From an optimization exercise on the open Yosys and OpenROAD flow, aimed at small area, a short achievable clock period and few clock cycles; shortcuts taken in it are not production practice. Power figures rest on the tool's default switching activity, not on a simulated workload.

==> run a: inputs <==
==> flow/design.v (excerpt) <==
module cpu(clk, reset_n, read_m1, address1, data1, read_m2, write_m2, address2, data2_in, data2_out, num_inst, output_port, is_halted);
==> module cpu, before the edit <==
module cpu(clk, reset_n, read_m1, address1, data1, read_m2, write_m2, address2, data2_in, data2_out, num_inst, output_port, is_halted);
	input clk;
	input reset_n;
	output read_m1;
	output [16-1:0] address1;
	output read_m2;
	output write_m2;
	output [16-1:0] address2;
	input [16-1:0] data1;
	input [16-1:0] data2_in;
	output [16-1:0] data2_out;
	output reg [16-1:0] num_inst;
	output reg [16-1:0] output_port;
	output is_halted;
	reg [15:0] pc;                  
	reg        dv;                  
	reg [15:0] di;                  
	reg [15:0] dpc1;                
	reg        mv, m_we, m_ld, m_st, m_wwd, m_hlt;
	reg [1:0]  m_dst;
	reg [15:0] m_res;               
	reg [15:0] m_sd;                
	reg [15:0] r0, r1, r2, r3;
	assign read_m1 = 1'b1;
	assign address1 = pc;
	assign read_m2 = m_ld;
	assign write_m2 = m_st;
	assign address2 = m_res;
	assign data2_out = m_sd;
	assign is_halted = m_hlt;
	wire [3:0] op = di[15:12];
	wire [1:0] rs = di[11:10];
	wire [1:0] rt = di[9:8];
	wire [1:0] rd = di[7:6];
	wire [5:0] fn = di[5:0];
	wire [15:0] imm = {{8{di[7]}}, di[7:0]};
	wire op_br   = (op[3:2] == 2'b00);           
	wire op_adi  = (op == 4'd4);
	wire op_ori  = (op == 4'd5);
	wire op_lhi  = (op == 4'd6);
	wire op_lwd  = (op == 4'd7);
	wire op_swd  = (op == 4'd8);
	wire op_jal  = (op == 4'd10);
	wire op_r    = (op == 4'd15);
	wire r_alu   = op_r & ~fn[3];                
	wire r_spec  = op_r &  fn[3];                
	wire r_jpr   = r_spec & ~fn[2] & ~fn[1];
	wire r_jrl   = r_spec & ~fn[2] &  fn[1];
	wire r_wwd   = r_spec &  fn[2] & ~fn[0];
	wire r_hlt   = r_spec &  fn[2] &  fn[0];
	wire jr      = r_jpr | r_jrl;
	wire use_rs  = ~(op_lhi | op == 4'd9 | op_jal);
	wire use_rt  = (op_br & ~op[1]) | op_swd | (r_alu & ~fn[2]);
	wire we      = op_adi | op_ori | op_lhi | op_lwd | r_alu | op_jal | r_jrl;
	wire [1:0] dst = (op_jal | r_jrl) ? 2'd2 : op_r ? rd : rt;
	wire fwd_ok = mv & m_we & ~m_ld;
	wire [15:0] rf_a = rs[1] ? (rs[0] ? r3 : r2) : (rs[0] ? r1 : r0);
	wire [15:0] rf_b = rt[1] ? (rt[0] ? r3 : r2) : (rt[0] ? r1 : r0);
	wire [15:0] A = (fwd_ok && m_dst == rs) ? m_res : rf_a;
	wire [15:0] B = (fwd_ok && m_dst == rt) ? m_res : rf_b;
	wire stall = dv & mv & m_ld & ((use_rs && m_dst == rs) || (use_rt && m_dst == rt));
	wire d_hlt = dv & r_hlt;
	wire hold  = stall | d_hlt;
	wire issue = dv & ~hold;
	wire is_sub = r_alu & (fn[2:0] == 3'd1);
	wire is_tcp = r_alu & (fn[2:0] == 3'd5);
	wire [15:0] add_x = is_tcp ? ~A : A;
	wire [15:0] add_y = is_tcp ? 16'd0 : r_alu ? (is_sub ? ~B : B) : imm;
	wire [15:0] sum = add_x + add_y + {15'd0, is_sub | is_tcp};
	reg [15:0] res;
	always @(*) begin
		if (op_r) begin
			case (fn[2:0])
				3'd2: res = A & B;
				3'd3: res = A | B;
				3'd4: res = ~A;
				3'd6: res = {A[14:0], 1'b0};
				3'd7: res = {1'b0, A[15:1]};
				default: res = sum;
			endcase
			if (r_spec) res = fn[1] ? dpc1 : A;       
		end
		else if (op_ori) res = A | imm;
		else if (op_lhi) res = {di[7:0], 8'h00};
		else if (op_jal) res = dpc1;
		else res = sum;
	end
	wire a_zero = (A == 16'd0);
	wire eq = (A == B);
	reg taken;
	always @(*) begin
		case (op[1:0])
			2'd0: taken = ~eq;
			2'd1: taken = eq;
			2'd2: taken = ~A[15] & ~a_zero;
			default: taken = A[15];
		endcase
	end
	wire [15:0] btarget = dpc1 + imm;
	wire br_redirect = issue & op_br & taken & (di[7:0] != 8'd0);
	wire jr_redirect = issue & jr;
	wire redirect = br_redirect | jr_redirect;
	wire f_jump = (data1[15:12] == 4'd9) | (data1[15:12] == 4'd10);
	wire [15:0] pc_inc = pc + 16'd1;
	wire [15:0] pc_next = hold ? pc :
	                      br_redirect ? btarget :
	                      jr_redirect ? A :
	                      f_jump ? {4'h0, data1[11:0]} : pc_inc;
	always @(posedge clk) begin
		if (!reset_n) begin
			pc <= 16'd0;
			dv <= 1'b0;
			mv <= 1'b0;
			m_we <= 1'b0;
			m_ld <= 1'b0;
			m_st <= 1'b0;
			m_wwd <= 1'b0;
			m_hlt <= 1'b0;
			num_inst <= 16'd0;
			output_port <= 16'd0;
			r0 <= 16'd0; r1 <= 16'd0; r2 <= 16'd0; r3 <= 16'd0;
		end
		else begin
			pc <= pc_next;
			if (!hold) begin
				dv <= ~redirect;
				di <= data1;
				dpc1 <= pc_inc;
			end
			mv <= issue;
			m_we <= issue & we;
			m_ld <= issue & op_lwd;
			m_st <= issue & op_swd;
			m_wwd <= issue & r_wwd;
			m_hlt <= d_hlt;
			m_dst <= dst;
			m_res <= res;
			m_sd <= B;
			if (mv & m_we) begin
				case (m_dst)
					2'd0: r0 <= m_ld ? data2_in : m_res;
					2'd1: r1 <= m_ld ? data2_in : m_res;
					2'd2: r2 <= m_ld ? data2_in : m_res;
					2'd3: r3 <= m_ld ? data2_in : m_res;
				endcase
			end
			if (mv) num_inst <= num_inst + 16'd1;
			if (mv & m_wwd) output_port <= m_res;
		end
	end
endmodule
clock: 15.0 ns
lec_check: 0
cap_margin: 20
core_margin: 2
core_utilization: 40
place_density: 0.6
slew_margin: 20
standard.sh (not shown) runs the stock make flow with config.mk's settings and CLKGATE_MAP_FILE= SYNTH_SCRIPT=/design/flow/synth_recipe.tcl, a recipe that flattens the netlist after the stock synthesis.
==> flow/flow/run.sh <==
#!/bin/bash
# Standard ORFS layout; flow/args adds make variables (a larger SETUP_SLACK_MARGIN makes the
# resizer work on the critical paths even though the clock constraint is loose).
set -euo pipefail
bash standard.sh $(cat flow/args) finish > standard_flow.log 2>&1
==> flow/flow/args <==
SETUP_SLACK_MARGIN=10.5
==> run b: changes against run a <==
--- a/flow/design.v
+++ b/flow/design.v
@@ -15,6 +15,8 @@
 	output is_halted;
 	reg [15:0] pc;                  
 	reg        dv;                  
+	reg        fwd_a, fwd_b;        
+	reg        ld_use;              
 	reg [15:0] di;                  
 	reg [15:0] dpc1;                
 	reg        mv, m_we, m_ld, m_st, m_wwd, m_hlt;
@@ -50,22 +52,19 @@
 	wire r_wwd   = r_spec &  fn[2] & ~fn[0];
 	wire r_hlt   = r_spec &  fn[2] &  fn[0];
 	wire jr      = r_jpr | r_jrl;
-	wire use_rs  = ~(op_lhi | op == 4'd9 | op_jal);
-	wire use_rt  = (op_br & ~op[1]) | op_swd | (r_alu & ~fn[2]);
 	wire we      = op_adi | op_ori | op_lhi | op_lwd | r_alu | op_jal | r_jrl;
 	wire [1:0] dst = (op_jal | r_jrl) ? 2'd2 : op_r ? rd : rt;
-	wire fwd_ok = mv & m_we & ~m_ld;
 	wire [15:0] rf_a = rs[1] ? (rs[0] ? r3 : r2) : (rs[0] ? r1 : r0);
 	wire [15:0] rf_b = rt[1] ? (rt[0] ? r3 : r2) : (rt[0] ? r1 : r0);
-	wire [15:0] A = (fwd_ok && m_dst == rs) ? m_res : rf_a;
-	wire [15:0] B = (fwd_ok && m_dst == rt) ? m_res : rf_b;
-	wire stall = dv & mv & m_ld & ((use_rs && m_dst == rs) || (use_rt && m_dst == rt));
+	wire [15:0] A = fwd_a ? m_res : rf_a;
+	wire [15:0] B = fwd_b ? m_res : rf_b;
+	wire stall = dv & ld_use;
 	wire d_hlt = dv & r_hlt;
 	wire hold  = stall | d_hlt;
 	wire issue = dv & ~hold;
 	wire is_sub = r_alu & (fn[2:0] == 3'd1);
 	wire is_tcp = r_alu & (fn[2:0] == 3'd5);
-	wire [15:0] add_x = is_tcp ? ~A : A;
+	wire [15:0] add_x = op_br ? dpc1 : is_tcp ? ~A : A;      
 	wire [15:0] add_y = is_tcp ? 16'd0 : r_alu ? (is_sub ? ~B : B) : imm;
 	wire [15:0] sum = add_x + add_y + {15'd0, is_sub | is_tcp};
 	reg [15:0] res;
@@ -97,20 +96,32 @@
 			default: taken = A[15];
 		endcase
 	end
-	wire [15:0] btarget = dpc1 + imm;
+	wire [15:0] btarget = sum;
 	wire br_redirect = issue & op_br & taken & (di[7:0] != 8'd0);
 	wire jr_redirect = issue & jr;
 	wire redirect = br_redirect | jr_redirect;
 	wire f_jump = (data1[15:12] == 4'd9) | (data1[15:12] == 4'd10);
 	wire [15:0] pc_inc = pc + 16'd1;
-	wire [15:0] pc_next = hold ? pc :
-	                      br_redirect ? btarget :
-	                      jr_redirect ? A :
-	                      f_jump ? {4'h0, data1[11:0]} : pc_inc;
+	wire f_take = f_jump & ~hold & ~redirect;
+	wire [15:0] x_next = hold ? pc :
+	                     br_redirect ? btarget :
+	                     jr_redirect ? A : pc_inc;
+	wire [15:0] pc_next = f_take ? {4'h0, data1[11:0]} : x_next;
+	wire [3:0] f_op = data1[15:12];
+	wire [1:0] f_rs = data1[11:10];
+	wire [1:0] f_rt = data1[9:8];
+	wire f_use_rs = ~(f_op == 4'd6 | f_op == 4'd9 | f_op == 4'd10);
+	wire f_use_rt = (f_op[3:1] == 3'd0) | (f_op == 4'd8) | ((f_op == 4'd15) & ~data1[3] & ~data1[2]);
+	wire x_wr = issue & we;
+	wire f_hit_rs = x_wr & (dst == f_rs);
+	wire f_hit_rt = x_wr & (dst == f_rt);
 	always @(posedge clk) begin
 		if (!reset_n) begin
 			pc <= 16'd0;
 			dv <= 1'b0;
+			fwd_a <= 1'b0;
+			fwd_b <= 1'b0;
+			ld_use <= 1'b0;
 			mv <= 1'b0;
 			m_we <= 1'b0;
 			m_ld <= 1'b0;
@@ -119,14 +130,20 @@
 			m_hlt <= 1'b0;
 			num_inst <= 16'd0;
 			output_port <= 16'd0;
-			r0 <= 16'd0; r1 <= 16'd0; r2 <= 16'd0; r3 <= 16'd0;
 		end
 		else begin
 			pc <= pc_next;
+			if (!hold)
+				dv <= ~redirect;
 			if (!hold) begin
-				dv <= ~redirect;
-				di <= data1;
-				dpc1 <= pc_inc;
+				fwd_a <= f_hit_rs & ~op_lwd;
+				fwd_b <= f_hit_rt & ~op_lwd;
+				ld_use <= op_lwd & ((f_hit_rs & f_use_rs) | (f_hit_rt & f_use_rt));
+			end
+			else begin
+				fwd_a <= 1'b0;
+				fwd_b <= 1'b0;
+				ld_use <= 1'b0;
 			end
 			mv <= issue;
 			m_we <= issue & we;
@@ -134,19 +151,25 @@
 			m_st <= issue & op_swd;
 			m_wwd <= issue & r_wwd;
 			m_hlt <= d_hlt;
-			m_dst <= dst;
-			m_res <= res;
-			m_sd <= B;
-			if (mv & m_we) begin
-				case (m_dst)
-					2'd0: r0 <= m_ld ? data2_in : m_res;
-					2'd1: r1 <= m_ld ? data2_in : m_res;
-					2'd2: r2 <= m_ld ? data2_in : m_res;
-					2'd3: r3 <= m_ld ? data2_in : m_res;
-				endcase
-			end
 			if (mv) num_inst <= num_inst + 16'd1;
 			if (mv & m_wwd) output_port <= m_res;
 		end
 	end
+	always @(posedge clk) begin
+		if (!hold) begin
+			di <= data1;
+			dpc1 <= pc_inc;
+		end
+		m_dst <= dst;
+		m_res <= res;
+		m_sd <= B;
+	end
+	wire [15:0] wd = reset_n ? (m_ld ? data2_in : m_res) : 16'd0;
+	wire wr = m_we | ~reset_n;
+	always @(posedge clk) begin
+		if (wr && (m_dst == 2'd0 || !reset_n)) r0 <= wd;
+		if (wr && (m_dst == 2'd1 || !reset_n)) r1 <= wd;
+		if (wr && (m_dst == 2'd2 || !reset_n)) r2 <= wd;
+		if (wr && (m_dst == 2'd3 || !reset_n)) r3 <= wd;
+	end
 endmodule
==> flow/flow/run.sh (replaced) <==
#!/bin/bash
# Standard ORFS layout (the standard.sh) with extra make variables from flow/args, one per
# line: a larger SETUP_SLACK_MARGIN makes the resizer work on the critical paths even though the
# clock constraint is loose, and BUFFER_PORTS_ARGS picks the port buffer cell.
set -euo pipefail
mapfile -t extra < flow/args
bash standard.sh "${extra[@]}" finish > standard_flow.log 2>&1
==> flow/flow/args (replaced) <==
SETUP_SLACK_MARGIN=11
BUFFER_PORTS_ARGS=-buffer_cell sky130_fd_sc_hd__buf_2
ABC_AREA = 1   (was not set)
PLACE_DENSITY = not set   (was 0.6)
==> notes.md <==
Against run a, the core utilization of run b is lower by 0.70 points. Between run a and run b, the lower maximum frequency is in run a (gap about 11%, measured against run b). Critical path depth is the same in run a and run b. Between run a and run b, the lower sequential power is in run a (gap 15%, measured against run b). Between run b and run a, the lower non-clock buffer count is in run a (gap 4).
==> figures <==
Flip-flop and latch count after synthesis: run b 188; run a 185
Compound-cell area share of the yosys netlist: run b 20.40%; run a 19.58%
Timing-limited maximum frequency: run b 0.2506 GHz; run a 0.2226 GHz
Cell Rows: run b 63; run a 64
Switching fraction of total power: run b 37.46%; run a 32.18%
Antenna Cells: run b 0; run a 1
Post-route clock period utilization: run b 26.60%; run a 29.95%
FF+latch count: run b 188; run a 185
Outcome: run b finished clean; run a finished clean
Hold worst-path end: run b num_inst[0]$_SDFFE_PN0P_; run a output_port[15]$_SDFFE_PN0P_
Post-synth top flop: run b sky130_fd_sc_hd__edfxtp_1; run a sky130_fd_sc_hd__dfxtp_1
Seq power: run b 0.669 mW; run a 0.566 mW
No run of this note included a check of the RTL's function; only the layout flow was run.

==> afterwards: timing with drivers on the ports <==
In the flow no input, the clock included, has a driving cell. The finished layouts below were timed again as built, in two steps. Step 1, drivers: a clkbuf_16 drives clk and a buf_2 each remaining input, both assumed. Step 2 moves the port delays by t, midway between the first and last clock arrival at a register: inputs arrive t later, outputs are due t later. That takes back most of the time a late clock gives input paths. Three values: no drivers, after step 1, after step 2; two values: the first two.
run	t (ns)	setup slack, ns	hold WS [ns]	clock arrival spread, ns	pins driven straight from the clock port
run a	0.499	10.508 / 10.458 / 10.141	0.456 / 0.456 / 0.456	0.017 / 0.017	1
run b	0.504	11.010 / 10.956 / 10.620	0.464 / 0.464 / 0.464	0.023 / 0.023	1
After both steps setup and hold are still met in every run listed. The setup slack of run b, which loses most, moves by -0.054 ns with the drivers and by -0.390 ns with both steps.
